Background: an optimization exercise with open tools, aiming at small area. Do not read the settings as production practice.
Only simulation tests tie the RTL to the original design; equivalence was not proved.
Power and IR drop assume default switching activity.

===== flow/flow/run.sh =====
#!/bin/bash
# Layout flow: the standard flow (standard.sh), with the standard
# synthesis unchanged and two changes after it:
#  - before floorplanning, every combinational cell that synthesis gave a
#    drive strength above 1 starts at its smallest size (downsize.tcl); the
#    resizer's later timing and design repairs size up again where needed;
#    the buffers synthesis inserted are removed (REMOVE_ABC_BUFFERS);
#  - the port buffers are buf_1 cells.
# Each tool's output goes to a log file of its own in this folder.
set -euo pipefail
here=$(pwd)
bash standard.sh synth > synth.log 2>&1
bash standard.sh PRE_FLOORPLAN_TCL="$here/flow/downsize.tcl" REMOVE_ABC_BUFFERS=1 \
    "BUFFER_PORTS_ARGS=-buffer_cell sky130_fd_sc_hd__buf_1" finish > layout.log 2>&1

===== flow/flow/downsize.tcl =====
# Sourced by ORFS's floorplan.tcl (PRE_FLOORPLAN_TCL) right after the
# synthesised netlist is loaded: swap each combinational cell above drive
# strength 1 for the same function at the smallest drive strength.
set db [ord::get_db]
set block [ord::get_db_block]
set n 0
foreach inst [$block getInsts] {
  set name [[$inst getMaster] getName]
  if {![regexp {^(sky130_fd_sc_hd__[a-z0-9]+)_([0-9]+)$} $name -> base drive]} { continue }
  if {$drive <= 1} { continue }
  if {[regexp {__(df|edf|sdf|dl|sedf|ha|fa)} $base]} { continue }
  foreach d {1 0} {
    set m [$db findMaster ${base}_$d]
    if {$m ne "NULL" && $m ne ""} {
      $inst swapMaster $m
      incr n
      break
    }
  }
}
puts "downsize.tcl: $n cells set to their smallest drive strength"

===== flow/standard.sh =====
#!/bin/bash
# synth_recipe.tcl (not shown) runs the flow's synth.tcl, then flattens the netlist and writes it again
# the make line also repeats each setting of config.mk as NAME=value (left out here)
make -C /OpenROAD-flow-scripts/flow DESIGN_CONFIG=/design/flow/config.mk WORK_HOME=/design/flow/orfs CLKGATE_MAP_FILE= SYNTH_SCRIPT=/design/flow/synth_recipe.tcl "${@:-finish}"

===== flow/config.mk =====
export PLATFORM = sky130hd
export DESIGN_NAME = sobel_accel
export DESIGN_NICKNAME = sobel_accel
export VERILOG_FILES = /design/flow/design.v
export SDC_FILE = /design/flow/constraint.sdc
export NUM_CORES = 4
export LEC_CHECK = 0
export CAP_MARGIN = 20
export CORE_MARGIN = 2
export CORE_UTILIZATION = 60
export CTS_CLUSTER_DIAMETER = 100
export CTS_CLUSTER_SIZE = 30
export GPL_TIMING_DRIVEN = 0
export SLEW_MARGIN = 20
export SYNTH_HIERARCHICAL = 1

===== flow/constraint.sdc =====
create_clock -name core_clock -period 9.0 [get_ports {clk}]
set_input_delay 1.8000 -clock core_clock [delete_from_list [all_inputs] [get_ports {clk}]]
set_output_delay 1.8000 -clock core_clock [all_outputs]
set_load 0.01 [all_outputs]

===== flow/design.v =====
module FA(input wire a, b, c, output wire s, co);
    assign s = a ^ b ^ c;
    assign co = (a & b) | (a & c) | (b & c);
endmodule
module HA(input wire a, b, output wire s, co);
    assign s = a ^ b;
    assign co = a & b;
endmodule
module XNOR2(input wire a, b, output wire y);
    assign y = ~(a ^ b);
endmodule
module OR2(input wire a, b, output wire y);
    assign y = a | b;
endmodule
module ADD8 #(parameter CI = 0) (input wire [7:0] x, y, output wire [8:0] s);
    wire [7:1] c;
    generate
        if (CI) begin : g1
            XNOR2 hs (.a(x[0]), .b(y[0]), .y(s[0]));
            OR2   hc (.a(x[0]), .b(y[0]), .y(c[1]));
        end else begin : g0
            HA h (.a(x[0]), .b(y[0]), .s(s[0]), .co(c[1]));
        end
    endgenerate
    genvar i;
    generate
        for (i = 1; i < 7; i = i + 1) begin : f
            FA a (.a(x[i]), .b(y[i]), .c(c[i]), .s(s[i]), .co(c[i+1]));
        end
    endgenerate
    FA a7 (.a(x[7]), .b(y[7]), .c(c[7]), .s(s[7]), .co(s[8]));
endmodule
module ADD3 (input wire [8:0] x, y, z, output wire [10:0] u);
    wire [8:1] s;
    wire [8:0] c;
    wire [9:2] k;
    FA a0 (.a(x[0]), .b(y[0]), .c(z[0]), .s(u[0]), .co(c[0]));
    genvar i;
    generate
        for (i = 1; i < 9; i = i + 1) begin : csa
            FA a (.a(x[i]), .b(y[i]), .c(z[i]), .s(s[i]), .co(c[i]));
        end
    endgenerate
    HA h1 (.a(s[1]), .b(c[0]), .s(u[1]), .co(k[2]));
    generate
        for (i = 2; i < 9; i = i + 1) begin : cpa
            FA a (.a(s[i]), .b(c[i-1]), .c(k[i]), .s(u[i]), .co(k[i+1]));
        end
    endgenerate
    HA h9 (.a(c[8]), .b(k[9]), .s(u[9]), .co(u[10]));
endmodule
module MAJ(input wire a, b, c, output wire y);
    assign y = (a & b) | (a & c) | (b & c);
endmodule
module AND2(input wire a, b, output wire y);
    assign y = a & b;
endmodule
module FIN (input wire [10:0] pn, qn, output wire [7:0] out);
    wire [6:0] up = pn[6:0], uq = qn[6:0];
    wire np = pn[8], nq = qn[8];
    wire [7:1] c, d;
    assign c[1] = uq[0] | ~up[0];
    assign d[1] = uq[0] | up[0];
    wire [6:1] ap1, aq1;
    assign ap1[1] = up[0];
    assign aq1[1] = uq[0];
    genvar i;
    generate for (i = 1; i < 7; i = i + 1) begin : ch
        MAJ mc (.a(uq[i]), .b(~up[i]), .c(c[i]), .y(c[i+1]));
        MAJ md (.a(uq[i]), .b(up[i]), .c(d[i]), .y(d[i+1]));
    end endgenerate
    generate for (i = 1; i < 6; i = i + 1) begin : ac
        AND2 ap (.a(ap1[i]), .b(up[i]), .y(ap1[i+1]));
        AND2 aq (.a(aq1[i]), .b(uq[i]), .y(aq1[i+1]));
    end endgenerate
    wire [6:0] mp, mq;
    assign mp[0] = ~up[0];
    assign mq[0] = ~uq[0];
    generate for (i = 1; i < 7; i = i + 1) begin : mb
        assign mp[i] = ~(up[i] ^ (np & ~ap1[i]));
        assign mq[i] = ~(uq[i] ^ (nq & ~aq1[i]));
    end endgenerate
    wire selp = np ^ ((np ^ nq) ? ~d[7] : c[7]);
    wire [6:0] m = selp ? mp : mq;
    wire lop = &up;
    wire loq = &uq;
    wire satp = (~pn[10] & (~pn[9] | (~pn[8] & ~pn[7]))) | pn[10] | (pn[9] & pn[8] & (pn[7] | lop));
    wire satq = (~qn[10] & (~qn[9] | (~qn[8] & ~qn[7]))) | qn[10] | (qn[9] & qn[8] & (qn[7] | loq));
    wire sat = satp | satq;
    assign out = {m | {7{sat}}, sat};
endmodule
module MUXI1(input wire s, a, b, output wire y);
    assign y = ~(s ? b : a);
endmodule
module MUX1(input wire s, a, b, output wire y);
    assign y = s ? b : a;
endmodule
module OMUX1(input wire an, bn, c, d, r, sa, sb, sc, sd, sr, output wire y);
    assign y = (~an & sa) | (~bn & sb) | (c & sc) | (d & sd) | (r & sr);
endmodule
module MUXI32(input wire s, input wire [31:0] a, b, output wire [31:0] y);
    genvar i;
    generate for (i = 0; i < 32; i = i + 1) begin : g
        MUXI1 m (.s(s), .a(a[i]), .b(b[i]), .y(y[i]));
    end endgenerate
endmodule
module MUX32(input wire s, input wire [31:0] a, b, output wire [31:0] y);
    genvar i;
    generate for (i = 0; i < 32; i = i + 1) begin : g
        MUX1 m (.s(s), .a(a[i]), .b(b[i]), .y(y[i]));
    end endgenerate
endmodule
module OMUX32(input wire [31:0] an, bn, c, d, r, input wire sa, sb, sc, sd, sr,
              output wire [31:0] y);
    genvar i;
    generate for (i = 0; i < 32; i = i + 1) begin : g
        OMUX1 m (.an(an[i]), .bn(bn[i]), .c(c[i]), .d(d[i]), .r(r[i]),
                 .sa(sa), .sb(sb), .sc(sc), .sd(sd), .sr(sr), .y(y[i]));
    end endgenerate
endmodule
module SOBEL (input wire [31:0] t, m, b, output wire [7:0] out0, out1);
    wire [7:0] t0 = t[31:24];
    wire [7:0] t1 = t[23:16];
    wire [7:0] t2 = t[15:8];
    wire [7:0] t3 = t[7:0];
    wire [7:0] b0 = b[31:24];
    wire [7:0] b1 = b[23:16];
    wire [7:0] b2 = b[15:8];
    wire [7:0] b3 = b[7:0];
    wire [7:0] mh2 = m[15:8], mh3 = m[7:0];
    wire [7:0] ml0 = ~m[31:24], ml1 = ~m[23:16];
    wire [8:0] dd0, ad0;
    ADD8 #(.CI(1)) udd0 (.x(t1), .y(b0), .s(dd0));
    ADD8 #(.CI(0)) uad0 (.x(t0), .y(b1), .s(ad0));
    wire [8:0] dd1, ad1;
    ADD8 #(.CI(1)) udd1 (.x(t2), .y(b1), .s(dd1));
    ADD8 #(.CI(1)) uad1 (.x(t1), .y(b2), .s(ad1));
    wire [8:0] dd2, ad2;
    ADD8 #(.CI(1)) udd2 (.x(t3), .y(b2), .s(dd2));
    ADD8 #(.CI(0)) uad2 (.x(t2), .y(b3), .s(ad2));
    wire [8:0] e0;
    ADD8 #(.CI(0)) ue0 (.x(mh2), .y(ml0), .s(e0));
    wire [8:0] e1;
    ADD8 #(.CI(0)) ue1 (.x(mh3), .y(ml1), .s(e1));
    wire [10:0] up0, uq0;
    ADD3 usp0 (.x(dd0), .y(dd1), .z(e0), .u(up0));
    ADD3 usq0 (.x(ad0), .y(ad1), .z(~e0), .u(uq0));
    FIN uf0 (.pn(up0), .qn(uq0), .out(out0));
    wire [10:0] up1, uq1;
    ADD3 usp1 (.x(dd1), .y(dd2), .z(e1), .u(up1));
    ADD3 usq1 (.x(ad1), .y(ad2), .z(~e1), .u(uq1));
    FIN uf1 (.pn(up1), .qn(uq1), .out(out1));
endmodule
module SOBELX (input wire [31:0] t, m, b, output wire [7:0] out0, out1);
    wire [7:0] t0 = t[31:24];
    wire [7:0] t1 = t[23:16];
    wire [7:0] t2 = t[15:8];
    wire [7:0] t3 = t[7:0];
    wire [7:0] b0 = b[31:24];
    wire [7:0] b1 = b[23:16];
    wire [7:0] b2 = b[15:8];
    wire [7:0] b3 = b[7:0];
    wire [7:0] mh2 = ~m[15:8], mh3 = ~m[7:0];
    wire [7:0] ml0 = m[31:24], ml1 = m[23:16];
    wire [8:0] dd0, ad0;
    ADD8 #(.CI(1)) udd0 (.x(t1), .y(b0), .s(dd0));
    ADD8 #(.CI(0)) uad0 (.x(t0), .y(b1), .s(ad0));
    wire [8:0] dd1, ad1;
    ADD8 #(.CI(1)) udd1 (.x(t2), .y(b1), .s(dd1));
    ADD8 #(.CI(1)) uad1 (.x(t1), .y(b2), .s(ad1));
    wire [8:0] dd2, ad2;
    ADD8 #(.CI(1)) udd2 (.x(t3), .y(b2), .s(dd2));
    ADD8 #(.CI(0)) uad2 (.x(t2), .y(b3), .s(ad2));
    wire [8:0] e0;
    ADD8 #(.CI(0)) ue0 (.x(mh2), .y(ml0), .s(e0));
    wire [8:0] e1;
    ADD8 #(.CI(0)) ue1 (.x(mh3), .y(ml1), .s(e1));
    wire [10:0] up0, uq0;
    ADD3 usp0 (.x(dd0), .y(dd1), .z(e0), .u(up0));
    ADD3 usq0 (.x(ad0), .y(ad1), .z(~e0), .u(uq0));
    FIN uf0 (.pn(up0), .qn(uq0), .out(out0));
    wire [10:0] up1, uq1;
    ADD3 usp1 (.x(dd1), .y(dd2), .z(e1), .u(up1));
    ADD3 usq1 (.x(ad1), .y(ad2), .z(~e1), .u(uq1));
    FIN uf1 (.pn(up1), .qn(uq1), .out(out1));
endmodule
module sobel_accel(
        input   wire    [ 2:0]   addr,
        output  reg     [31:0]   rdata,
        input   wire    [31:0]   wdata,
        input   wire             cs,
        input   wire             read,
        input   wire             write,
        input   wire             clk,
        input   wire             rst
);
    reg [31:0] data0, data1, data2, data3, data4, data5;
    always @(posedge clk)
        if (cs & write)
            case (addr)
                3'd0: data0 <= wdata;
                3'd1: data1 <= wdata;
                3'd2: data2 <= wdata;
                3'd3: data3 <= wdata;
                3'd4: data4 <= wdata;
                3'd5: data5 <= wdata;
            endcase
    wire [2:0] ra = addr;
    wire h = ra[2] & (ra[0] | ~ra[1]);
    wire [31:0] ra_n, rb_n, rc_, rd_;
    MUXI32 ma (.s(h), .a(data0), .b(data2), .y(ra_n));
    MUXI32 mb (.s(h), .a(data1), .b(data3), .y(rb_n));
    MUX32  mc (.s(h), .a(data2), .b(data4), .y(rc_));
    MUX32  md (.s(h), .a(data3), .b(data5), .y(rd_));
    wire [7:0] s00, s01, s10, s11;
    SOBEL  U0 (.t(ra_n), .m(rb_n), .b(rc_), .out0(s00), .out1(s01));
    SOBELX U1 (.t(rb_n), .m(rc_),  .b(rd_), .out0(s10), .out1(s11));
    wire [31:0] res = {s00, s01, s10, s11};
    wire sa = ~ra[2] & ~ra[1] & ~ra[0];
    wire sb = ~ra[2] & ~ra[1] & ra[0];
    wire ss = ra[2] & ra[1];
    wire sc = (ra[2] ^ ra[1]) & ~ra[0];    
    wire sd = (ra[2] ^ ra[1]) & ra[0];     
    wire [31:0] rd_next;
    OMUX32 mo (.an(ra_n), .bn(rb_n), .c(rc_), .d(rd_), .r(res),
               .sa(sa), .sb(sb), .sc(sc), .sd(sd), .sr(ss), .y(rd_next));
    always @(posedge clk) rdata <= rd_next;
endmodule

==> results.py, run 1 <==
metrics = {
    "grt": {
        "grt_pass1_wl_mm": 64.3,
        "grt_usage": 0.300,
        "antenna_found_initial": 0,
        "grt_pass1_vias": 11000,
        "grt_max_degree": 39,
        "gr-total-overflow": 0,
    },
    "sta": {
        "skew_ns": 0.0196,
        "max_clock_freq_mhz": 113,
        "setup_viol": 0,
        "post-route-period-util": 0.985,
        "tightest_slew_ns": 0.879,
        "slew_violations": 0,
        "slew_headroom": 0.397,
        "fin_crit_ns": 8.86,
        "hold_viol": 0,
    },
    "route": {
        "drc": 0,
        "viasPerCell": 5.88,
        "routedWlPerCell_um": 23.9,
        "drtIter0Drc": 842,
        "postRouteAntennaNets": 0,
        "wl_mm": 42.4,
        "drt_first_pass_iters": 5,
        "vias": 10400,
    },
    "clock_tree": {
        "clk_latency_ns": 0.49,
        "cts_max_path_buffers": 3,
        "cts_sinks": 224,
        "cts.reportedPaths.clkPinSlew_ns": 0.11,
        "cts_tree": "yes",
        "ctsHtreeMaxLevel": 1,
        "cts_root_buffer": "clkbuf_16",
        "cts_buffers": 11,
    },
    "die": {
        "core-area_um2": 27800,
        "die_h_um": 172,
        "dieArea_um2": 29500,
        "fp.dieW_um": 172,
        "io_pins": 72,
        "rows": 61,
        "start_util": 0.608,
    },
    "synthesis": {
        "yosysWarnings": 7,
        "syn_inst": 1255,
    },
    "worst_setup_path": {
        "cp.arrival_ns": 9.23,
        "rrSetupSlack_ns": 1.91,
        "path_max_fanout": 17,
        "r2r-end": "rdata[6]",
        "start_kind": "input port",
        "worst_ep_required_time_ns": 9.37,
        "critPathKind": "input port to register",
        "cp-end-kind": "register",
        "rr_worst_depth": 19,
        "reg2reg_from": "data3[8]",
    },
    "worst_hold_path": {
        "hold_depth": 3,
        "hold_end": "rdata[30]",
        "hold_class": "register to register",
        "min_from": "data0[30]",
    },
    "final_layout": {
        "insertedDiodeCount": 0,
        "nNetsFinal": 1701,
        "fin_cells": 1776,
        "drive_gt1_frac": 0.118,
    },
    "power": {
        "ir_drop_mv": 0.323,
        "p_total_mw": 7.05,
        "leakage_nw": 6.85,
        "powerDensity_nw_per_um2": 370,
    },
    "place": {
        "port_buffers": 69,
        "hpwl_mm": 34.7,
        "place.gp.congestion": 0.928,
        "dp.cells": 1726,
    },
    "run": {
        "cap_violations": 0,
    },
    "status": {
        "status": "timing/DRC/antenna clean",
    },
}
through the flow:
step	util	setup TNS (ns)	cell area [um2]	setup WS, ns	hold WS (ns)
after CTS	0.675	0	18800	0.0284	0.697
after global routing	0.686	-0.0272	19100	-0.0172	0.727
after global placement	0.631	-458.96	17500	-14.41	0.649
after detailed placement	0.653	-60.89	18100	-2.16	0.672
after floorplan	-	-274.88	16800	-8.73	0.585
final	0.686	0	19100	0.138	0.697
power by group:
group	switching [mW]	total [mW]	leakage [nW]	internal, mW
combinational	2.94	5.33	4.69	2.39
clock	0.305	0.538	0.150	0.232
sequential	0.0128	1.19	2.00	1.17
total	3.25	7.05	6.85	3.80
area by class of cell:
cell class                      instances  area [um2]
Tap cell                              378         473
Fill cell                            2115        8720
Sequential cell                       224        6410
Timing Repair Buffer                  145        1070
Inverter                              103         387
Clock inverter                          2        20.0
Clock buffer                           14         287
Multi-Input combinational cell        910       10400
cell usage in the layout (no fill, tap or decap), types with 20 or more instances in the layout:
master	instances
xnor2_1	60
dfxtp_1	32
maj3_1	48
nand2_1	37
mux2_1	58
nor2b_1	30
edfxtp_1	192
buf_1	66
a22oi_1	32
fa_1	216
nand2b_1	77
buf_2	20
nand4_1	48
ha_1	25
and2_1	40
buf_4	43
fa_2	24
inv_1	102
mux2i_1	59
metal layers:
metal | track usage | part of all wire | vias up | wire [um]
li1 | - | - | 4665 | -
met1 | 0.408 | 0.41 | 5374 | 17500
met2 | 0.517 | 0.51 | 319 | 21600
met3 | 0.0297 | 0.044 | 76 | 1880
met4 | 0.0906 | 0.032 | 0 | 1340
met5 | 0 | 0 | - | 0
critical path: stages:
cell and delay, ns:
buf_4 0.15, inv_1 0.11, a21oi_4 0.18, buf_12 0.17, buf_16 0.17, buf_4 0.13, mux2_1 0.43, fa_1 0.47
fa_2 0.51, buf_4 0.17, fa_1 0.52, fa_1 0.45, fa_1 0.43, fa_1 0.41, fa_1 0.39, fa_1 0.41
fa_1 0.40, fa_2 0.63, o21ai_2 0.11, a2111oi_4 0.43, buf_4 0.23, o311ai_1 0.17, a22oi_1 0.23, nand4_1 0.12
flip-flops by register name, indices dropped and copies added, names as in the netlist:
signal  flops
data2      32
rdata      32
data3      32
data1      32
data4      32
data5      32
data0      32
worst max-delay path by stage:
stage	startpoint	end	slack, ns	cells after the start
after floorplan	addr[2]	rdata[26]	-8.73	19
after global placement	addr[0]	rdata[7]	-14.41	19
after detailed placement	addr[0]	rdata[29]	-2.16	26
after CTS	addr[0]	rdata[12]	0.03	25
after global routing	addr[0]	rdata[22]	-0.02	26
final	addr[0]	rdata[6]	0.14	24
timing repair:
action	4_1_cts	5_1_grt
setup buffers	19	13
endpoints found under the hold margin	0	0
hold buffers	0	0
endpoints found under the setup margin	32	32
gates resized for setup	50	44
pin swaps	15	20
cloned	2	4
==> run 2: changes to the inputs <==
--- a/flow/config.mk
+++ b/flow/config.mk
@@ -7,9 +7,7 @@
 export LEC_CHECK = 0
 export CAP_MARGIN = 20
 export CORE_MARGIN = 2
-export CORE_UTILIZATION = 60
-export CTS_CLUSTER_DIAMETER = 100
-export CTS_CLUSTER_SIZE = 30
+export CORE_UTILIZATION = 40
 export GPL_TIMING_DRIVEN = 0
 export SLEW_MARGIN = 20
 export SYNTH_HIERARCHICAL = 1
==> results.py, run 2 <==
metrics = {
    "final_layout": {
        "mostFrequentLayoutCell": "fa_1",
        "layout_common_cells": "fa_1, edfxtp_1, inv_1",
        "drive_gt1_frac": 0.143,
        "nNetsFinal": 1720,
        "finalInstanceArea_um2": 19800,
        "insertedDiodeCount": 0,
        "fillers": 3694,
        "final_util": 0.474,
    },
    "worst_hold_path": {
        "hold_class": "register to register",
        "hold_end": "rdata[24]",
        "min_from": "data4[24]",
        "hold_depth": 3,
    },
    "clock_tree": {
        "cts_sinks": 224,
        "ctsHtreeMaxLevel": 1,
        "cts_buffers": 25,
        "postCtsHoldBufs": 0,
        "cts_root_buffer": "clkbuf_16",
        "clk_latency_ns": 0.53,
        "cts.reportedPaths.clkPinSlew_ns": 0.06,
        "cts_tree": "yes",
        "cts_max_path_buffers": 3,
    },
    "die": {
        "core-area_um2": 41900,
        "rows": 75,
        "fp.dieW_um": 209,
        "start_util": 0.403,
        "io_pins": 72,
        "die_h_um": 209,
        "dieArea_um2": 43900,
    },
    "worst_setup_path": {
        "cp_slowest_cell": "fa_1",
        "cpPeakStageDelay_ns": 0.53,
        "critPathBufInv": 5,
        "r2r-end": "rdata[21]",
        "rrSetupSlack_ns": 1.89,
        "critPathKind": "input port to register",
        "path_max_fanout": 10,
        "start_kind": "input port",
        "reg2reg_from": "data2[8]",
        "cpMostUsedCell": "fa_1",
        "worst_ep_required_time_ns": 9.35,
        "cp.arrival_ns": 9.20,
        "rr_worst_depth": 20,
        "cp-end-kind": "register",
        "cp_top_family": "adder cells",
    },
    "grt": {
        "gr-total-overflow": 0,
        "grt_pass1_wl_mm": 67.7,
        "grt_usage": 0.206,
        "antenna_found_initial": 0,
        "grt_pass1_vias": 11400,
        "grt_max_degree": 29,
    },
    "synthesis": {
        "yosysWarnings": 7,
        "syn_inst": 1255,
    },
    "power": {
        "leakage_nw": 7.13,
        "powerDensity_nw_per_um2": 370,
        "switchingPower_mw": 3.29,
        "ir_drop_mv": 0.191,
        "p_clk_frac": 0.133,
        "switching_share": 0.448,
        "seqPwrFrac": 0.162,
        "combPwrFrac": 0.705,
        "cell_internal_pwr_mw": 4.05,
    },
    "sta": {
        "hold_viol": 0,
        "max_clock_freq_mhz": 113,
        "post-route-period-util": 0.983,
        "slew_violations": 0,
        "hold_slack_ns": 0.684,
        "tightest_slew_ns": 0.905,
        "fin_crit_ns": 8.85,
        "skew_ns": 0.0201,
        "slew_headroom": 0.380,
        "setup_viol": 0,
    },
    "place": {
        "dpl_cell_area_um2": 18400,
        "hpwl_mm": 35.9,
        "place.gp.congestion": 0.894,
        "port_buffers": 69,
    },
    "route": {
        "drc": 0,
        "drt_first_pass_iters": 5,
        "viasPerCell": 5.31,
        "routedWlPerCell_um": 22.5,
        "drtIter0Drc": 662,
        "wl_mm": 44.4,
        "postRouteAntennaNets": 0,
        "vias": 10500,
    },
    "status": {
        "status": "timing/DRC/antenna clean",
    },
    "run": {
        "cap_violations": 0,
    },
}
run 2: how the worst max path moves through the flow:
stage                        from  depth (start not counted)  slack, ns        end
after detailed placement  addr[0]                         24      -2.38  rdata[31]
final                     addr[0]                         25       0.15  rdata[21]
after global routing      addr[0]                         26     -0.007  rdata[21]
after CTS                 addr[0]                         25       0.08  rdata[30]
after global placement    addr[0]                         20     -14.80  rdata[31]
after floorplan           addr[2]                         19      -8.73  rdata[26]
run 2: power groups by stage:
| stage | clock (mW) | sequential, mW | combinational, mW |
|---|---|---|---|
| after CTS | 0.999 | 1.19 | 4.96 |
| after detailed placement | 0 | 1.21 | 4.53 |
| final | 0.974 | 1.19 | 5.17 |
| after global routing | 1.04 | 1.19 | 5.65 |
| after floorplan | 0 | 1.23 | 3.42 |
| after global placement | 0 | 1.21 | 4.36 |
run 2: worst reg2reg max path: stages (launching register included):
cell	delay [ns]
edfxtp_1	0.38
mux2_4	0.33
or2_1	0.25
fa_1	0.41
fa_1	0.43
fa_1	0.41
fa_1	0.42
fa_1	0.41
fa_1	0.53
fa_1	0.45
fa_1	0.46
fa_1	0.40
fa_2	0.35
ha_1	0.19
nor2_1	0.12
nand4_1	0.19
a2111oi_4	0.40
buf_4	0.23
o311ai_2	0.16
a22oi_1	0.22
nand4_1	0.18
run 2: metal layers:
layer	GRT usage	wire (um)
met1	0.273	19100
met2	0.355	22200
met3	0.0211	1760
met4	0.0736	1350
met5	0	0
run 2: cell type report:
class	count	area, um2	area share
Clock buffer	33	666	0.0335
Timing Repair Buffer	152	1180	0.0593
Inverter	103	387	0.0195
Clock inverter	11	113	0.00568
Tap cell	539	674	0.0340
Sequential cell	224	6410	0.323
Multi-Input combinational cell	908	10400	0.525
run 2: per-stage QoR:
stage	cells	power, mW	setup slack, ns	TNS (ns)
after global placement	1843	5.57	-14.80	-489.35
after global routing	1970	7.88	-0.00689	-0.0155
after detailed placement	1888	5.74	-2.38	-62.73
after CTS	1952	7.15	0.0838	0
final	1970	7.34	0.153	0
after floorplan	1235	4.64	-8.73	-274.88
run 2: timing repair:
| item | in CTS | in global routing |
|---|---|---|
| setup buffers | 20 | 16 |
| setup endpoints to repair | 32 | 32 |
| endpoints found under the hold margin | 0 | 0 |
| pin swaps | 16 | 31 |
| cloned | 4 | 2 |
| resized for setup | 60 | 36 |
==> run 3: changes to the inputs <==
--- a/flow/design.v
+++ b/flow/design.v
@@ -55,7 +55,7 @@
 module AND2(input wire a, b, output wire y);
     assign y = a & b;
 endmodule
-module FIN (input wire [10:0] pn, qn, output wire [7:0] out);
+module FIN (input wire [10:0] pn, qn, output wire [6:0] m, output wire sat);
     wire [6:0] up = pn[6:0], uq = qn[6:0];
     wire np = pn[8], nq = qn[8];
     wire [7:1] c, d;
@@ -81,13 +81,12 @@
         assign mq[i] = ~(uq[i] ^ (nq & ~aq1[i]));
     end endgenerate
     wire selp = np ^ ((np ^ nq) ? ~d[7] : c[7]);
-    wire [6:0] m = selp ? mp : mq;
+    assign m = selp ? mp : mq;
     wire lop = &up;
     wire loq = &uq;
     wire satp = (~pn[10] & (~pn[9] | (~pn[8] & ~pn[7]))) | pn[10] | (pn[9] & pn[8] & (pn[7] | lop));
     wire satq = (~qn[10] & (~qn[9] | (~qn[8] & ~qn[7]))) | qn[10] | (qn[9] & qn[8] & (qn[7] | loq));
-    wire sat = satp | satq;
-    assign out = {m | {7{sat}}, sat};
+    assign sat = satp | satq;
 endmodule
 module MUXI1(input wire s, a, b, output wire y);
     assign y = ~(s ? b : a);
@@ -95,8 +94,20 @@
 module MUX1(input wire s, a, b, output wire y);
     assign y = s ? b : a;
 endmodule
-module OMUX1(input wire an, bn, c, d, r, sa, sb, sc, sd, sr, output wire y);
-    assign y = (~an & sa) | (~bn & sb) | (c & sc) | (d & sd) | (r & sr);
+module O22AI(input wire a1, a2, b1, b2, output wire y);
+    assign y = ~((a1 | a2) & (b1 | b2));
+endmodule
+module A222OI(input wire a1, a2, b1, b2, c1, c2, output wire y);
+    assign y = ~((a1 & a2) | (b1 & b2) | (c1 & c2));
+endmodule
+module NAND3B(input wire an, b, c, output wire y);
+    assign y = ~(~an & b & c);
+endmodule
+module OMUX1(input wire an, bn, c, d, r, nsa, nsb, sc, sd, sr, ns, output wire y);
+    wire y1, y2;
+    O22AI  g1 (.a1(an), .a2(nsa), .b1(bn), .b2(nsb), .y(y1));
+    A222OI g2 (.a1(c), .a2(sc), .b1(d), .b2(sd), .c1(r), .c2(sr), .y(y2));
+    NAND3B g3 (.an(y1), .b(y2), .c(ns), .y(y));
 endmodule
 module MUXI32(input wire s, input wire [31:0] a, b, output wire [31:0] y);
     genvar i;
@@ -110,15 +121,15 @@
         MUX1 m (.s(s), .a(a[i]), .b(b[i]), .y(y[i]));
     end endgenerate
 endmodule
-module OMUX32(input wire [31:0] an, bn, c, d, r, input wire sa, sb, sc, sd, sr,
-              output wire [31:0] y);
+module OMUX32(input wire [31:0] an, bn, c, d, r, input wire nsa, nsb, sc, sd, sr,
+              input wire [3:0] ns, output wire [31:0] y);
     genvar i;
     generate for (i = 0; i < 32; i = i + 1) begin : g
         OMUX1 m (.an(an[i]), .bn(bn[i]), .c(c[i]), .d(d[i]), .r(r[i]),
-                 .sa(sa), .sb(sb), .sc(sc), .sd(sd), .sr(sr), .y(y[i]));
-    end endgenerate
-endmodule
-module SOBEL (input wire [31:0] t, m, b, output wire [7:0] out0, out1);
+                 .nsa(nsa), .nsb(nsb), .sc(sc), .sd(sd), .sr(sr), .ns(ns[i/8]), .y(y[i]));
+    end endgenerate
+endmodule
+module SOBEL (input wire [31:0] t, m, b, output wire [6:0] m0, m1, output wire sat0, sat1);
     wire [7:0] t0 = t[31:24];
     wire [7:0] t1 = t[23:16];
     wire [7:0] t2 = t[15:8];
@@ -145,13 +156,13 @@
     wire [10:0] up0, uq0;
     ADD3 usp0 (.x(dd0), .y(dd1), .z(e0), .u(up0));
     ADD3 usq0 (.x(ad0), .y(ad1), .z(~e0), .u(uq0));
-    FIN uf0 (.pn(up0), .qn(uq0), .out(out0));
+    FIN uf0 (.pn(up0), .qn(uq0), .m(m0), .sat(sat0));
     wire [10:0] up1, uq1;
     ADD3 usp1 (.x(dd1), .y(dd2), .z(e1), .u(up1));
     ADD3 usq1 (.x(ad1), .y(ad2), .z(~e1), .u(uq1));
-    FIN uf1 (.pn(up1), .qn(uq1), .out(out1));
-endmodule
-module SOBELX (input wire [31:0] t, m, b, output wire [7:0] out0, out1);
+    FIN uf1 (.pn(up1), .qn(uq1), .m(m1), .sat(sat1));
+endmodule
+module SOBELX (input wire [31:0] t, m, b, output wire [6:0] m0, m1, output wire sat0, sat1);
     wire [7:0] t0 = t[31:24];
     wire [7:0] t1 = t[23:16];
     wire [7:0] t2 = t[15:8];
@@ -178,11 +189,11 @@
     wire [10:0] up0, uq0;
     ADD3 usp0 (.x(dd0), .y(dd1), .z(e0), .u(up0));
     ADD3 usq0 (.x(ad0), .y(ad1), .z(~e0), .u(uq0));
-    FIN uf0 (.pn(up0), .qn(uq0), .out(out0));
+    FIN uf0 (.pn(up0), .qn(uq0), .m(m0), .sat(sat0));
     wire [10:0] up1, uq1;
     ADD3 usp1 (.x(dd1), .y(dd2), .z(e1), .u(up1));
     ADD3 usq1 (.x(ad1), .y(ad2), .z(~e1), .u(uq1));
-    FIN uf1 (.pn(up1), .qn(uq1), .out(out1));
+    FIN uf1 (.pn(up1), .qn(uq1), .m(m1), .sat(sat1));
 endmodule
 module sobel_accel(
         input   wire    [ 2:0]   addr,
@@ -212,17 +223,19 @@
     MUXI32 mb (.s(h), .a(data1), .b(data3), .y(rb_n));
     MUX32  mc (.s(h), .a(data2), .b(data4), .y(rc_));
     MUX32  md (.s(h), .a(data3), .b(data5), .y(rd_));
-    wire [7:0] s00, s01, s10, s11;
-    SOBEL  U0 (.t(ra_n), .m(rb_n), .b(rc_), .out0(s00), .out1(s01));
-    SOBELX U1 (.t(rb_n), .m(rc_),  .b(rd_), .out0(s10), .out1(s11));
-    wire [31:0] res = {s00, s01, s10, s11};
+    wire [6:0] m00, m01, m10, m11;
+    wire t00, t01, t10, t11;                     
+    SOBEL  U0 (.t(ra_n), .m(rb_n), .b(rc_), .m0(m00), .m1(m01), .sat0(t00), .sat1(t01));
+    SOBELX U1 (.t(rb_n), .m(rc_),  .b(rd_), .m0(m10), .m1(m11), .sat0(t10), .sat1(t11));
+    wire [31:0] res = {m00, 1'b0, m01, 1'b0, m10, 1'b0, m11, 1'b0};
     wire sa = ~ra[2] & ~ra[1] & ~ra[0];
     wire sb = ~ra[2] & ~ra[1] & ra[0];
     wire ss = ra[2] & ra[1];
     wire sc = (ra[2] ^ ra[1]) & ~ra[0];    
     wire sd = (ra[2] ^ ra[1]) & ra[0];     
+    wire [3:0] nsat = ~({t00, t01, t10, t11} & {4{ss}});
     wire [31:0] rd_next;
     OMUX32 mo (.an(ra_n), .bn(rb_n), .c(rc_), .d(rd_), .r(res),
-               .sa(sa), .sb(sb), .sc(sc), .sd(sd), .sr(ss), .y(rd_next));
+               .nsa(~sa), .nsb(~sb), .sc(sc), .sd(sd), .sr(ss), .ns(nsat), .y(rd_next));
     always @(posedge clk) rdata <= rd_next;
 endmodule
--- a/flow/config.mk
+++ b/flow/config.mk
@@ -7,7 +7,9 @@
 export LEC_CHECK = 0
 export CAP_MARGIN = 20
 export CORE_MARGIN = 2
-export CORE_UTILIZATION = 40
+export CORE_UTILIZATION = 70
+export CTS_CLUSTER_DIAMETER = 100
+export CTS_CLUSTER_SIZE = 30
 export GPL_TIMING_DRIVEN = 0
 export SLEW_MARGIN = 20
 export SYNTH_HIERARCHICAL = 1
==> results.py, run 3 <==
metrics = {
    "sta": {
        "setup_viol": 0,
        "slew_violations": 0,
        "tightest_slew_ns": 1.09,
        "fin_crit_ns": 8.90,
        "fin_ws_ns": 0.101,
        "post-route-period-util": 0.989,
        "max_clock_freq_mhz": 112,
        "slew_headroom": 0.251,
        "hold_viol": 0,
        "skew_ns": 0.0117,
    },
    "final_layout": {
        "layout_common_cells": "fa_1, edfxtp_1, inv_1",
        "nNetsFinal": 1550,
        "insertedDiodeCount": 0,
        "drive_gt1_frac": 0.0881,
        "final_util": 0.786,
        "mostFrequentLayoutCell": "fa_1",
    },
    "clock_tree": {
        "cts_root_buffer": "clkbuf_16",
        "cts_sinks": 224,
        "cts.reportedPaths.clkPinSlew_ns": 0.11,
        "clk_latency_ns": 0.48,
        "cts_max_path_buffers": 3,
        "cts_tree": "yes",
        "cts_buffers": 11,
        "postCtsHoldBufs": 0,
        "ctsHtreeMaxLevel": 1,
    },
    "worst_setup_path": {
        "path_max_fanout": 13,
        "critPathKind": "input port to register",
        "cp-end-kind": "register",
        "worst_ep_required_time_ns": 9.34,
        "start_kind": "input port",
        "cp.arrival_ns": 9.24,
    },
    "grt": {
        "gr-total-overflow": 0,
        "grt_usage": 0.350,
        "grt_pass1_vias": 10900,
        "antenna_found_initial": 0,
        "grt_max_degree": 50,
        "grt_pass1_wl_mm": 62.4,
    },
    "worst_hold_path": {
        "hold_class": "register to register",
    },
    "die": {
        "rows": 56,
        "start_util": 0.707,
        "core-area_um2": 23300,
        "dieArea_um2": 24700,
        "fp.dieW_um": 157,
        "io_pins": 72,
        "die_h_um": 157,
    },
    "route": {
        "viasPerCell": 6.37,
        "drt_first_pass_iters": 9,
        "drtIter0Drc": 1012,
        "wl_mm": 41.7,
        "postRouteAntennaNets": 0,
        "routedWlPerCell_um": 26.6,
        "drc": 0,
        "vias": 9989,
    },
    "synthesis": {
        "syn_inst": 1125,
        "yosysWarnings": 7,
    },
    "power": {
        "leakage_nw": 6.66,
        "powerDensity_nw_per_um2": 420,
        "ir_drop_mv": 0.410,
    },
    "place": {
        "place.gp.congestion": 0.943,
        "hpwl_mm": 32.8,
        "port_buffers": 69,
        "pre_cts_slack_ns": -2.07,
    },
    "run": {
        "cap_violations": 0,
    },
    "status": {
        "status": "timing/DRC/antenna clean",
    },
}
run 3: cell count changes in the layout (fill, tap and decap cells not counted), moves of 21 or more:
cell / before / now
a22oi_1: 32 / 0
nand4_1: 48 / 12
a222oi_1: 0 / 32
mux2i_1: 57 / 89
fa_1: 204 / 226
o22ai_1: 0 / 32
nand3b_1: 0 / 33
nand2b_1: 77 / 29
nand2_1: 36 / 1
fa_2: 36 / 14
buf_2: 22 / 1
run 3: area by class of cell:
cell class | instances | area (um2)
Clock buffer | 15 | 300
Clock inverter | 2 | 18.8
Fill cell | 1435 | 4970
Inverter | 94 | 353
Multi-Input combinational cell | 803 | 9910
Sequential cell | 224 | 6410
Tap cell | 319 | 399
Timing Repair Buffer | 110 | 902
run 3: power breakdown:
group / switching, mW / internal, mW / leakage, nW
registers: 0.0250 / 1.22 / 2.00
logic: 3.00 / 2.90 / 4.50
clock network: 0.307 / 0.241 / 0.152
total: 3.34 / 4.35 / 6.66
run 3: final timing paths:
path                                 from  slack, ns   endpoint  cells past startpoint
worst max-delay path              addr[0]       0.10  rdata[20]                     22
worst min-delay path             data5[0]       0.69   rdata[0]                      3
worst max register to register  data2[16]       1.80  rdata[20]                     18
worst min register to register   data5[0]       0.69   rdata[0]                      3
run 3: worst max-delay path, cell delays in order:
cell and delay, ns:
clkbuf_4 0.17, nand2b_4 0.17, and2_4 0.23, buf_16 0.18, mux2_4 0.37, or2_1 0.26
fa_1 0.40, fa_2 0.61, fa_1 0.44, fa_1 0.47, fa_1 0.43, fa_1 0.40
fa_1 0.42, fa_1 0.40, fa_1 0.40, fa_2 0.64, mux2_1 0.38, mux2i_4 0.18
buf_12 0.15, mux2i_1 0.13, a222oi_1 0.40, nand3b_1 0.17
run 3: through the flow:
stage	hold WS [ns]	power, mW	instance area (um2)	std cells	TNS (ns)
after floorplan	0.595	5.04	16400	1120	-115.78
after global placement	0.669	6.08	17100	1508	-207.28
after detailed placement	0.685	6.22	17500	1527	-55.79
after CTS	0.693	7.52	18100	1562	-0.00179
after global routing	0.744	8.13	18300	1567	-0.00315
final	0.689	7.69	18300	1567	0
run 3: timing repair:
item | in CTS | in global routing
resized for setup | 28 | 27
gates cloned | 2 | 2
pin swaps | 4 | 9
setup endpoints to repair | 32 | 32
buffers inserted | 16 | 3
run 3: metal layers:
metal,routed length (um),share of wire,up-vias,global-route usage
met5,0,0,-,0
met2,20200,0.48,516,0.590
met3,3050,0.073,159,0.0430
met4,2400,0.057,0,0.152
met1,16000,0.38,5031,0.466
li1,-,-,4283,-
==> run 4: changes to the inputs <==
--- a/flow/config.mk
+++ b/flow/config.mk
@@ -7,7 +7,7 @@
 export LEC_CHECK = 0
 export CAP_MARGIN = 20
 export CORE_MARGIN = 2
-export CORE_UTILIZATION = 70
+export CORE_UTILIZATION = 60
 export CTS_CLUSTER_DIAMETER = 100
 export CTS_CLUSTER_SIZE = 30
 export GPL_TIMING_DRIVEN = 0
==> results.py, run 4 <==
metrics = {
    "synthesis": {
        "yosysWarnings": 7,
        "syn_inst": 1125,
    },
    "worst_hold_path": {
        "hold_depth": 3,
        "hold_end": "rdata[2]",
        "min_from": "data5[2]",
        "hold_class": "register to register",
    },
    "clock_tree": {
        "postCtsHoldBufs": 0,
        "cts_sinks": 224,
        "cts_max_path_buffers": 3,
        "clk_latency_ns": 0.51,
        "cts.reportedPaths.clkPinSlew_ns": 0.11,
        "cts_tree": "yes",
        "cts_buffers": 12,
        "ctsHtreeMaxLevel": 1,
        "cts_root_buffer": "clkbuf_16",
    },
    "grt": {
        "grt_usage": 0.309,
        "grt_pass1_wl_mm": 64.0,
        "grt_pass1_vias": 10600,
        "antenna_found_initial": 0,
        "grt_max_degree": 32,
        "gr-total-overflow": 0,
    },
    "die": {
        "rows": 60,
        "core-area_um2": 27000,
        "die_h_um": 170,
        "fp.dieW_um": 170,
        "start_util": 0.610,
        "io_pins": 72,
        "dieArea_um2": 28800,
    },
    "worst_setup_path": {
        "critPathKind": "input port to register",
        "path_max_fanout": 12,
        "cp-end-kind": "register",
        "rrSetupSlack_ns": 1.94,
        "start_kind": "input port",
        "rr_worst_depth": 20,
        "worst_ep_required_time_ns": 9.36,
        "r2r-end": "rdata[19]",
        "reg2reg_from": "data3[16]",
        "cp.arrival_ns": 9.19,
    },
    "route": {
        "postRouteAntennaNets": 0,
        "drt_first_pass_iters": 10,
        "vias": 9814,
        "drc": 0,
        "drtIter0Drc": 991,
        "wl_mm": 42.3,
        "viasPerCell": 6.14,
        "routedWlPerCell_um": 26.4,
    },
    "place": {
        "pre_cts_slack_ns": -2.44,
        "hpwl_mm": 33.2,
        "dpl_cell_area_um2": 17500,
        "place.gp.congestion": 0.925,
        "dp.cells": 1549,
        "port_buffers": 69,
    },
    "run": {
        "cap_violations": 0,
    },
    "final_layout": {
        "seq_area_um2": 6410,
        "final_util": 0.687,
        "multi_input_area_um2": 9970,
        "insertedDiodeCount": 0,
        "fillers": 1924,
        "nNetsFinal": 1557,
        "mostFrequentLayoutCell": "fa_1",
        "layout_common_cells": "fa_1, edfxtp_1, inv_1",
        "drive_gt1_frac": 0.102,
        "fin_cells": 1598,
        "finalInstanceArea_um2": 18500,
    },
    "sta": {
        "skew_ns": 0.0263,
        "hold_slack_ns": 0.693,
        "tightest_slew_ns": 1.06,
        "tns_ns": 0,
        "fin_ws_ns": 0.168,
        "hold_viol": 0,
        "slew_violations": 0,
        "fin_crit_ns": 8.83,
        "max_clock_freq_mhz": 113,
        "setup_viol": 0,
        "slew_headroom": 0.274,
        "post-route-period-util": 0.981,
    },
    "power": {
        "p_total_mw": 7.68,
        "powerDensity_nw_per_um2": 415,
        "cell_internal_pwr_mw": 4.35,
        "switchingPower_mw": 3.33,
        "seqPwrFrac": 0.161,
        "ir_drop_mv": 0.430,
        "p_clk_frac": 0.081,
        "leakage_nw": 6.74,
        "combPwrFrac": 0.758,
        "switching_share": 0.434,
    },
    "status": {
        "status": "timing/DRC/antenna clean",
    },
}
## run 4: critical path, stage by stage
cell and delay, ns:
clkbuf_4 0.17, nand2b_4 0.17, and2_4 0.17, buf_16 0.16, buf_16 0.16, mux2i_4 0.36, inv_1 0.10, ha_1 0.21
fa_1 0.39, fa_1 0.42, fa_1 0.54, inv_1 0.06, fa_1 0.46, fa_1 0.45, fa_1 0.42, fa_1 0.42
fa_1 0.39, fa_1 0.41, fa_2 0.37, ha_1 0.28, nor4bb_2 0.35, o21ai_0 0.18, a2111o_1 0.36, nand2_4 0.19
nand3b_1 0.17
## run 4: how the worst max path moves through the flow
| stage | start | to | slack, ns | cells past startpoint |
|---|---|---|---|---|
| 2_1_floorplan | addr[0] | rdata[1] | -3.76 | 18 |
| 3_3_place_gp | addr[0] | rdata[13] | -7.05 | 19 |
| 3_5_place_dp | addr[0] | rdata[21] | -2.44 | 23 |
| 4_1_cts | addr[0] | rdata[12] | 0.03 | 23 |
| 5_1_grt | addr[0] | rdata[19] | -0.01 | 23 |
| 6_report | addr[0] | rdata[19] | 0.17 | 25 |
## run 4: metal layers
layer / track usage / part of all wire / vias up
li1: - / - / 4286
met1: 0.423 / 0.41 / 5012
met2: 0.515 / 0.49 / 424
met3: 0.0431 / 0.068 / 92
met4: 0.104 / 0.036 / 0
met5: 0 / 0 / -
## run 4: area by class of cell
type / instances / share of cell area
Multi-Input combinational cell: 804 / 0.539
Sequential cell: 224 / 0.346
Timing Repair Buffer: 115 / 0.0521
Tap cell: 341 / 0.0231
Inverter: 94 / 0.0191
Clock buffer: 16 / 0.0182
Clock inverter: 4 / 0.00284
## run 4: power groups by stage
stage	Sequential (mW)	Combinational (mW)	Clock, mW
finish	1.24	5.83	0.619
global route	1.25	6.29	0.664
CTS	1.24	5.66	0.635
detailed placement	1.26	4.96	0
global placement	1.26	4.90	0
floorplan	1.30	3.74	0
## run 4: what timing repair did
action                                  in CTS  in global routing
gates cloned                                 6                  1
resized for setup                           38                 29
buffers inserted                            16                  6
endpoints found under the setup margin      32                 32
pin swaps                                    3                 13
==> run 5: changes to the inputs <==
--- a/flow/design.v
+++ b/flow/design.v
@@ -30,7 +30,7 @@
     endgenerate
     FA a7 (.a(x[7]), .b(y[7]), .c(c[7]), .s(s[7]), .co(s[8]));
 endmodule
-module ADD3 (input wire [8:0] x, y, z, output wire [10:0] u);
+module ADD3 (input wire [8:0] x, y, z, output wire [9:0] u);
     wire [8:1] s;
     wire [8:0] c;
     wire [9:2] k;
@@ -47,7 +47,7 @@
             FA a (.a(s[i]), .b(c[i-1]), .c(k[i]), .s(u[i]), .co(k[i+1]));
         end
     endgenerate
-    HA h9 (.a(c[8]), .b(k[9]), .s(u[9]), .co(u[10]));
+    assign u[9] = c[8] ^ k[9];
 endmodule
 module MAJ(input wire a, b, c, output wire y);
     assign y = (a & b) | (a & c) | (b & c);
@@ -55,7 +55,7 @@
 module AND2(input wire a, b, output wire y);
     assign y = a & b;
 endmodule
-module FIN (input wire [10:0] pn, qn, output wire [6:0] m, output wire sat);
+module FIN (input wire [9:0] pn, qn, output wire [6:0] m, output wire sat);
     wire [6:0] up = pn[6:0], uq = qn[6:0];
     wire np = pn[8], nq = qn[8];
     wire [7:1] c, d;
@@ -84,8 +84,8 @@
     assign m = selp ? mp : mq;
     wire lop = &up;
     wire loq = &uq;
-    wire satp = (~pn[10] & (~pn[9] | (~pn[8] & ~pn[7]))) | pn[10] | (pn[9] & pn[8] & (pn[7] | lop));
-    wire satq = (~qn[10] & (~qn[9] | (~qn[8] & ~qn[7]))) | qn[10] | (qn[9] & qn[8] & (qn[7] | loq));
+    wire satp = ~((pn[9:7] == 3'b101) | ((pn[9:7] == 3'b110) & ~lop));
+    wire satq = ~((qn[9:7] == 3'b101) | ((qn[9:7] == 3'b110) & ~loq));
     assign sat = satp | satq;
 endmodule
 module MUXI1(input wire s, a, b, output wire y);
@@ -121,12 +121,26 @@
         MUX1 m (.s(s), .a(a[i]), .b(b[i]), .y(y[i]));
     end endgenerate
 endmodule
+module OMUX0(input wire an, bn, c, d, nsa, nsb, sc, sd, ns, output wire y);
+    wire y1, y2;
+    O22AI  g1 (.a1(an), .a2(nsa), .b1(bn), .b2(nsb), .y(y1));
+    A22OI  g2 (.a1(c), .a2(sc), .b1(d), .b2(sd), .y(y2));
+    NAND3B g3 (.an(y1), .b(y2), .c(ns), .y(y));
+endmodule
+module A22OI(input wire a1, a2, b1, b2, output wire y);
+    assign y = ~((a1 & a2) | (b1 & b2));
+endmodule
 module OMUX32(input wire [31:0] an, bn, c, d, r, input wire nsa, nsb, sc, sd, sr,
               input wire [3:0] ns, output wire [31:0] y);
     genvar i;
     generate for (i = 0; i < 32; i = i + 1) begin : g
-        OMUX1 m (.an(an[i]), .bn(bn[i]), .c(c[i]), .d(d[i]), .r(r[i]),
-                 .nsa(nsa), .nsb(nsb), .sc(sc), .sd(sd), .sr(sr), .ns(ns[i/8]), .y(y[i]));
+        if (i % 8 == 0) begin : b0
+            OMUX0 m (.an(an[i]), .bn(bn[i]), .c(c[i]), .d(d[i]),
+                     .nsa(nsa), .nsb(nsb), .sc(sc), .sd(sd), .ns(ns[i/8]), .y(y[i]));
+        end else begin : b
+            OMUX1 m (.an(an[i]), .bn(bn[i]), .c(c[i]), .d(d[i]), .r(r[i]),
+                     .nsa(nsa), .nsb(nsb), .sc(sc), .sd(sd), .sr(sr), .ns(ns[i/8]), .y(y[i]));
+        end
     end endgenerate
 endmodule
 module SOBEL (input wire [31:0] t, m, b, output wire [6:0] m0, m1, output wire sat0, sat1);
@@ -153,11 +167,11 @@
     ADD8 #(.CI(0)) ue0 (.x(mh2), .y(ml0), .s(e0));
     wire [8:0] e1;
     ADD8 #(.CI(0)) ue1 (.x(mh3), .y(ml1), .s(e1));
-    wire [10:0] up0, uq0;
+    wire [9:0] up0, uq0;
     ADD3 usp0 (.x(dd0), .y(dd1), .z(e0), .u(up0));
     ADD3 usq0 (.x(ad0), .y(ad1), .z(~e0), .u(uq0));
     FIN uf0 (.pn(up0), .qn(uq0), .m(m0), .sat(sat0));
-    wire [10:0] up1, uq1;
+    wire [9:0] up1, uq1;
     ADD3 usp1 (.x(dd1), .y(dd2), .z(e1), .u(up1));
     ADD3 usq1 (.x(ad1), .y(ad2), .z(~e1), .u(uq1));
     FIN uf1 (.pn(up1), .qn(uq1), .m(m1), .sat(sat1));
@@ -186,11 +200,11 @@
     ADD8 #(.CI(0)) ue0 (.x(mh2), .y(ml0), .s(e0));
     wire [8:0] e1;
     ADD8 #(.CI(0)) ue1 (.x(mh3), .y(ml1), .s(e1));
-    wire [10:0] up0, uq0;
+    wire [9:0] up0, uq0;
     ADD3 usp0 (.x(dd0), .y(dd1), .z(e0), .u(up0));
     ADD3 usq0 (.x(ad0), .y(ad1), .z(~e0), .u(uq0));
     FIN uf0 (.pn(up0), .qn(uq0), .m(m0), .sat(sat0));
-    wire [10:0] up1, uq1;
+    wire [9:0] up1, uq1;
     ADD3 usp1 (.x(dd1), .y(dd2), .z(e1), .u(up1));
     ADD3 usq1 (.x(ad1), .y(ad2), .z(~e1), .u(uq1));
     FIN uf1 (.pn(up1), .qn(uq1), .m(m1), .sat(sat1));
--- a/flow/config.mk
+++ b/flow/config.mk
@@ -7,7 +7,7 @@
 export LEC_CHECK = 0
 export CAP_MARGIN = 20
 export CORE_MARGIN = 2
-export CORE_UTILIZATION = 60
+export CORE_UTILIZATION = 80
 export CTS_CLUSTER_DIAMETER = 100
 export CTS_CLUSTER_SIZE = 30
 export GPL_TIMING_DRIVEN = 0
==> results.py, run 5 <==
metrics = {
    "sta": {
        "setup_viol": 18,
        "slew_headroom": 0.232,
        "max_clock_freq_mhz": 109,
        "skew_ns": 0.0256,
        "slew_violations": 0,
        "hold_viol": 0,
        "post-route-period-util": 1.02,
        "fin_crit_ns": 9.17,
        "tightest_slew_ns": 1.12,
        "fin_ws_ns": -0.167,
    },
    "route": {
        "wl_mm": 50.5,
        "drc": 0,
        "viasPerCell": 7.44,
        "drt_first_pass_iters": 13,
        "routedWlPerCell_um": 33.2,
        "postRouteAntennaNets": 0,
        "vias": 11300,
        "drtIter0Drc": 1720,
    },
    "final_layout": {
        "final_util": 0.903,
        "finalInstanceArea_um2": 18200,
        "mostFrequentLayoutCell": "fa_1",
        "syn_to_final_growth_pct": 11.0,
        "nNetsFinal": 1546,
        "layout_common_cells": "fa_1, edfxtp_1, inv_1",
        "drive_gt1_frac": 0.0991,
        "insertedDiodeCount": 0,
    },
    "grt": {
        "top_usage_layer": "met2",
        "gr-total-overflow": 0,
        "grt_max_degree": 33,
        "grt_util_met3": 0.122,
        "grt_pass1_wl_mm": 72.7,
        "use_met2": 0.731,
        "grt_pass1_vias": 12200,
        "grt_usage": 0.463,
        "antenna_found_initial": 0,
        "grt_use_met1": 0.567,
    },
    "die": {
        "io_pins": 72,
        "dieArea_um2": 21700,
        "die_h_um": 147,
        "rows": 52,
        "fp.dieW_um": 147,
        "start_util": 0.813,
        "core-area_um2": 20200,
    },
    "place": {
        "hpwl_mm": 33.6,
        "pre_cts_slack_ns": -2.07,
        "port_buffers": 69,
        "dpl_cell_area_um2": 17400,
        "place.gp.congestion": 0.927,
    },
    "clock_tree": {
        "ctsHtreeMaxLevel": 1,
        "postCtsHoldBufs": 0,
        "clk_latency_ns": 0.50,
        "cts_tree": "yes",
        "cts_max_path_buffers": 3,
        "cts_buffers": 11,
        "cts.reportedPaths.clkPinSlew_ns": 0.10,
        "cts_root_buffer": "clkbuf_16",
        "cts_sinks": 224,
    },
    "run": {
        "cap_violations": 0,
    },
    "status": {
        "status": "failed layout checks",
        "so_faults": "setup timing",
    },
    "power": {
        "powerDensity_nw_per_um2": 446,
        "leakage_nw": 6.63,
        "p_total_mw": 8.12,
        "ir_drop_mv": 0.505,
    },
    "worst_setup_path": {
        "critPathKind": "input port to register",
        "cp.arrival_ns": 9.52,
        "start_kind": "input port",
        "cp-end-kind": "register",
        "path_max_fanout": 13,
        "worst_ep_required_time_ns": 9.35,
    },
    "synthesis": {
        "yosysWarnings": 7,
        "syn_area_um2": 16400,
        "syn_inst": 1128,
        "synth.avg_cell_area_um2": 14.5,
    },
    "worst_hold_path": {
        "hold_class": "register to register",
    },
}
==> run 5: routing by layer <==
layer | part of all wire | routed length, um | vias up
met5 | 0 | 0 | -
met4 | 0.10 | 5130 | 0
met3 | 0.13 | 6760 | 437
met2 | 0.46 | 23100 | 1204
met1 | 0.31 | 15600 | 5423
li1 | - | - | 4256
==> run 5: metrics by stage <==
step	setup TNS (ns)	hold slack, ns	std cells
3_5_place_dp	-55.46	0.671	1477
5_1_grt	-2.20	0.725	1521
6_report	-2.01	0.691	1521
4_1_cts	0	0.696	1512
2_1_floorplan	-115.32	0.592	1120
3_3_place_gp	-201.11	0.652	1459
==> run 5: repair_timing <==
action	CTS	global route
pin swaps	4	17
gates resized for setup	32	38
cloned	3	1
endpoints found under the setup margin	32	32
buffers inserted	16	8
==> run 5: report_power, final <==
group          switching (mW)  internal (mW)  leakage (nW)
combinational            3.41           2.91          4.48
clock                   0.317          0.234         0.148
sequential             0.0283           1.22          2.00
==> run 5: area by class of cell <==
type | count | area, um2
Sequential cell | 224 | 6410
Timing Repair Buffer | 114 | 915
Clock inverter | 1 | 16.3
Inverter | 94 | 353
Tap cell | 270 | 338
Fill cell | 782 | 1960
Multi-Input combinational cell | 803 | 9890
Clock buffer | 15 | 290
==> run 5: final timing paths <==
kind              slack (ns)  cells past startpoint      start         to
setup / recovery       -0.17                     23    addr[0]   rdata[1]
hold / removal          0.69                      3  data5[16]  rdata[16]
setup reg to reg        1.57                     17   data3[8]   rdata[1]
hold reg to reg         0.69                      3  data5[16]  rdata[16]
==> run 5: critical path, stage by stage <==
cell and delay, ns:
clkbuf_4 0.17, nand2b_4 0.18, and2_4 0.21, buf_12 0.14, clkbuf_16 0.17, mux2_1 0.31
inv_1 0.07, ha_1 0.23, fa_1 0.41, fa_1 0.41, fa_1 0.40, fa_1 0.44
fa_1 0.40, fa_1 0.39, fa_1 0.58, fa_1 0.58, fa_2 0.47, fa_2 0.70
nor2b_1 0.32, o41ai_1 0.21, a221o_1 0.40, nand2_1 0.35, nand3b_1 0.15
==> run 6: changes to the inputs <==
--- a/flow/config.mk
+++ b/flow/config.mk
@@ -7,7 +7,7 @@
 export LEC_CHECK = 0
 export CAP_MARGIN = 20
 export CORE_MARGIN = 2
-export CORE_UTILIZATION = 80
+export CORE_UTILIZATION = 70
 export CTS_CLUSTER_DIAMETER = 100
 export CTS_CLUSTER_SIZE = 30
 export GPL_TIMING_DRIVEN = 0
==> results.py, run 6 <==
metrics = {
    "status": {
        "status": "timing/DRC/antenna clean",
    },
    "worst_setup_path": {
        "path_max_fanout": 13,
        "cpMostUsedCell": "fa_1",
        "critPathKind": "input port to register",
        "cp-end-kind": "register",
        "worst_ep_required_time_ns": 9.35,
        "cp_slowest_cell": "fa_2",
        "start_kind": "input port",
        "cp.arrival_ns": 9.21,
        "cpPeakStageDelay_ns": 0.68,
        "path_cells": "clkbuf_4, nand2b_4, and2_4, buf_16, mux2i_1, or2_1, fa_2, fa_2, fa_1, fa_1, fa_1, fa_1, fa_1, fa_1, fa_1, fa_2, mux2_1, mux2i_4, buf_12, mux2i_1, a222oi_1, nand3b_1",
    },
    "clock_tree": {
        "cts_tree": "yes",
        "clk_latency_ns": 0.49,
        "postCtsHoldBufs": 0,
        "ctsHtreeMaxLevel": 1,
        "cts.reportedPaths.clkPinSlew_ns": 0.10,
        "cts_buffers": 11,
        "cts_max_path_buffers": 3,
        "cts_root_buffer": "clkbuf_16",
        "cts_sinks": 224,
    },
    "route": {
        "routedWlPerCell_um": 26.0,
        "drc": 0,
        "wl_mm": 40.7,
        "postRouteAntennaNets": 0,
        "drt_first_pass_iters": 9,
        "vias": 9921,
        "viasPerCell": 6.33,
        "drtIter0Drc": 1055,
    },
    "synthesis": {
        "yosysWarnings": 7,
        "syn_inst": 1128,
        "syn_area_um2": 16400,
        "synth.avg_cell_area_um2": 14.5,
    },
    "sta": {
        "skew_ns": 0.0212,
        "hold_viol": 0,
        "slew_violations": 0,
        "tightest_slew_ns": 0.991,
        "rsz0062_at_grt": "false",
        "fin_crit_ns": 8.86,
        "hold_slack_ns": 0.679,
        "tns_ns": 0,
        "max_clock_freq_mhz": 113,
        "post-route-period-util": 0.984,
        "slew_headroom": 0.321,
        "fin_ws_ns": 0.141,
        "setup_viol": 0,
    },
    "power": {
        "leakage_nw": 6.61,
        "powerDensity_nw_per_um2": 416,
        "ir_drop_mv": 0.450,
    },
    "final_layout": {
        "insertedDiodeCount": 0,
        "nNetsFinal": 1543,
        "fillers": 1452,
        "drive_gt1_frac": 0.0825,
        "layout_common_cells": "fa_1, edfxtp_1, inv_1",
        "mostFrequentLayoutCell": "fa_1",
        "multi_input_area_um2": 9830,
        "syn_to_final_growth_pct": 10.9,
        "seq_area_um2": 6410,
        "finalInstanceArea_um2": 18200,
    },
    "grt": {
        "grt_pass1_vias": 10500,
        "grt_util_met3": 0.0355,
        "antenna_found_initial": 0,
        "top_usage_layer": "met2",
        "use_met2": 0.579,
        "grt_pass1_wl_mm": 61.2,
        "grt_usage": 0.344,
        "gr-total-overflow": 0,
        "grt_max_degree": 32,
        "grt_use_met1": 0.473,
    },
    "run": {
        "cap_violations": 0,
    },
    "die": {
        "die_h_um": 157,
        "fp.dieW_um": 157,
        "dieArea_um2": 24700,
        "io_pins": 72,
        "rows": 56,
        "start_util": 0.705,
        "core-area_um2": 23300,
    },
    "place": {
        "pre_cts_slack_ns": -1.82,
        "dpl_cell_area_um2": 17500,
        "hpwl_mm": 32.0,
        "port_buffers": 69,
        "place.gp.congestion": 0.953,
    },
    "worst_hold_path": {
        "hold_class": "register to register",
    },
}
## run 6: power by group
| group | total (mW) | switching [mW] | internal (mW) |
|---|---|---|---|
| clock | 0.536 | 0.303 | 0.233 |
| combinational | 5.78 | 3.00 | 2.79 |
| sequential | 1.24 | 0.0233 | 1.22 |
## run 6: per-layer routing
| metal | vias to the layer above | share of wire |
|---|---|---|
| met5 | - | 0 |
| met4 | 0 | 0.044 |
| met3 | 128 | 0.074 |
| met2 | 501 | 0.49 |
| met1 | 5036 | 0.39 |
| li1 | 4256 | - |
## run 6: worst max-delay path, delay by kind of cell
| family | cells | cell delay [ns] |
|---|---|---|
| fa+ha+maj | 10 | 4.43 |
| compound gates | 1 | 0.38 |
| simple gates | 4 | 0.75 |
| mux | 4 | 1.33 |
| buf+inv | 3 | 0.50 |
## run 6: layout make-up
class                      instances  area share
multi-input combinational        803       0.541
timing repair buffer             111      0.0486
clock inverter                     2     0.00131
tap                              319      0.0219
clock buffer                      15      0.0160
sequential                       224       0.352
inverter                          94      0.0194
## run 6: worst paths after layout
path	startpoint	end	slack [ns]	depth (start not counted)
max	addr[0]	rdata[5]	0.14	22
min	data5[0]	rdata[0]	0.68	3
max reg2reg	data3[8]	rdata[5]	1.84	18
min reg2reg	data5[0]	rdata[0]	0.68	3
## run 6: metrics by stage
step	total power, mW	util	std cells
floorplan	5.05	-	1120
global placement	6.17	0.732	1508
detailed placement	6.26	0.750	1528
CTS	7.32	0.776	1559
global route	8.02	0.782	1568
finish	7.56	0.782	1568
## run 6: what timing repair did
action / in CTS / in global routing
cloned: 3 / 1
pin swaps: 1 / 7
gates resized for setup: 31 / 17
setup endpoints to repair: 32 / 32
buffers inserted: 11 / 8

separate check: timing with driven ports:
How much do the figures lean on ideal ports? The routed layouts below were timed once more, with nothing changed but the port constraints. Step 1: set_driving_cell puts a clkbuf_16 on clk and a buf_2 on each other input, an assumption about the parent block. Step 2 moves the port delays by t, midway between the first and last clock arrival at a register: inputs arrive t later, outputs are due t later. That takes back most of the time a late clock gives input paths. Three values: no drivers, after step 1, after step 2; two values: the first two.
run	shift t [ns]	slack for setup (ns)	worst slew at a driven data input, ns	cell pins on the clock port's net
run 1	0.530	0.138 / 0.167 / -0.363	0.04	1
run 2	0.575	0.153 / 0.172 / -0.403	0.05	1
run 3	0.522	0.101 / 0.127 / -0.396	0.06	1
run 4	0.544	0.168 / 0.194 / -0.350	0.06	1
run 5	0.536	-0.167 / -0.148 / -0.684	0.04	1
run 6	0.528	0.141 / 0.164 / -0.365	0.04	1
With both steps, setup timing fails in 5 of these runs, where it was met with ideal ports. For run 2, which loses most, drivers alone change the setup slack by +0.019 ns; drivers and shift together by -0.556 ns.
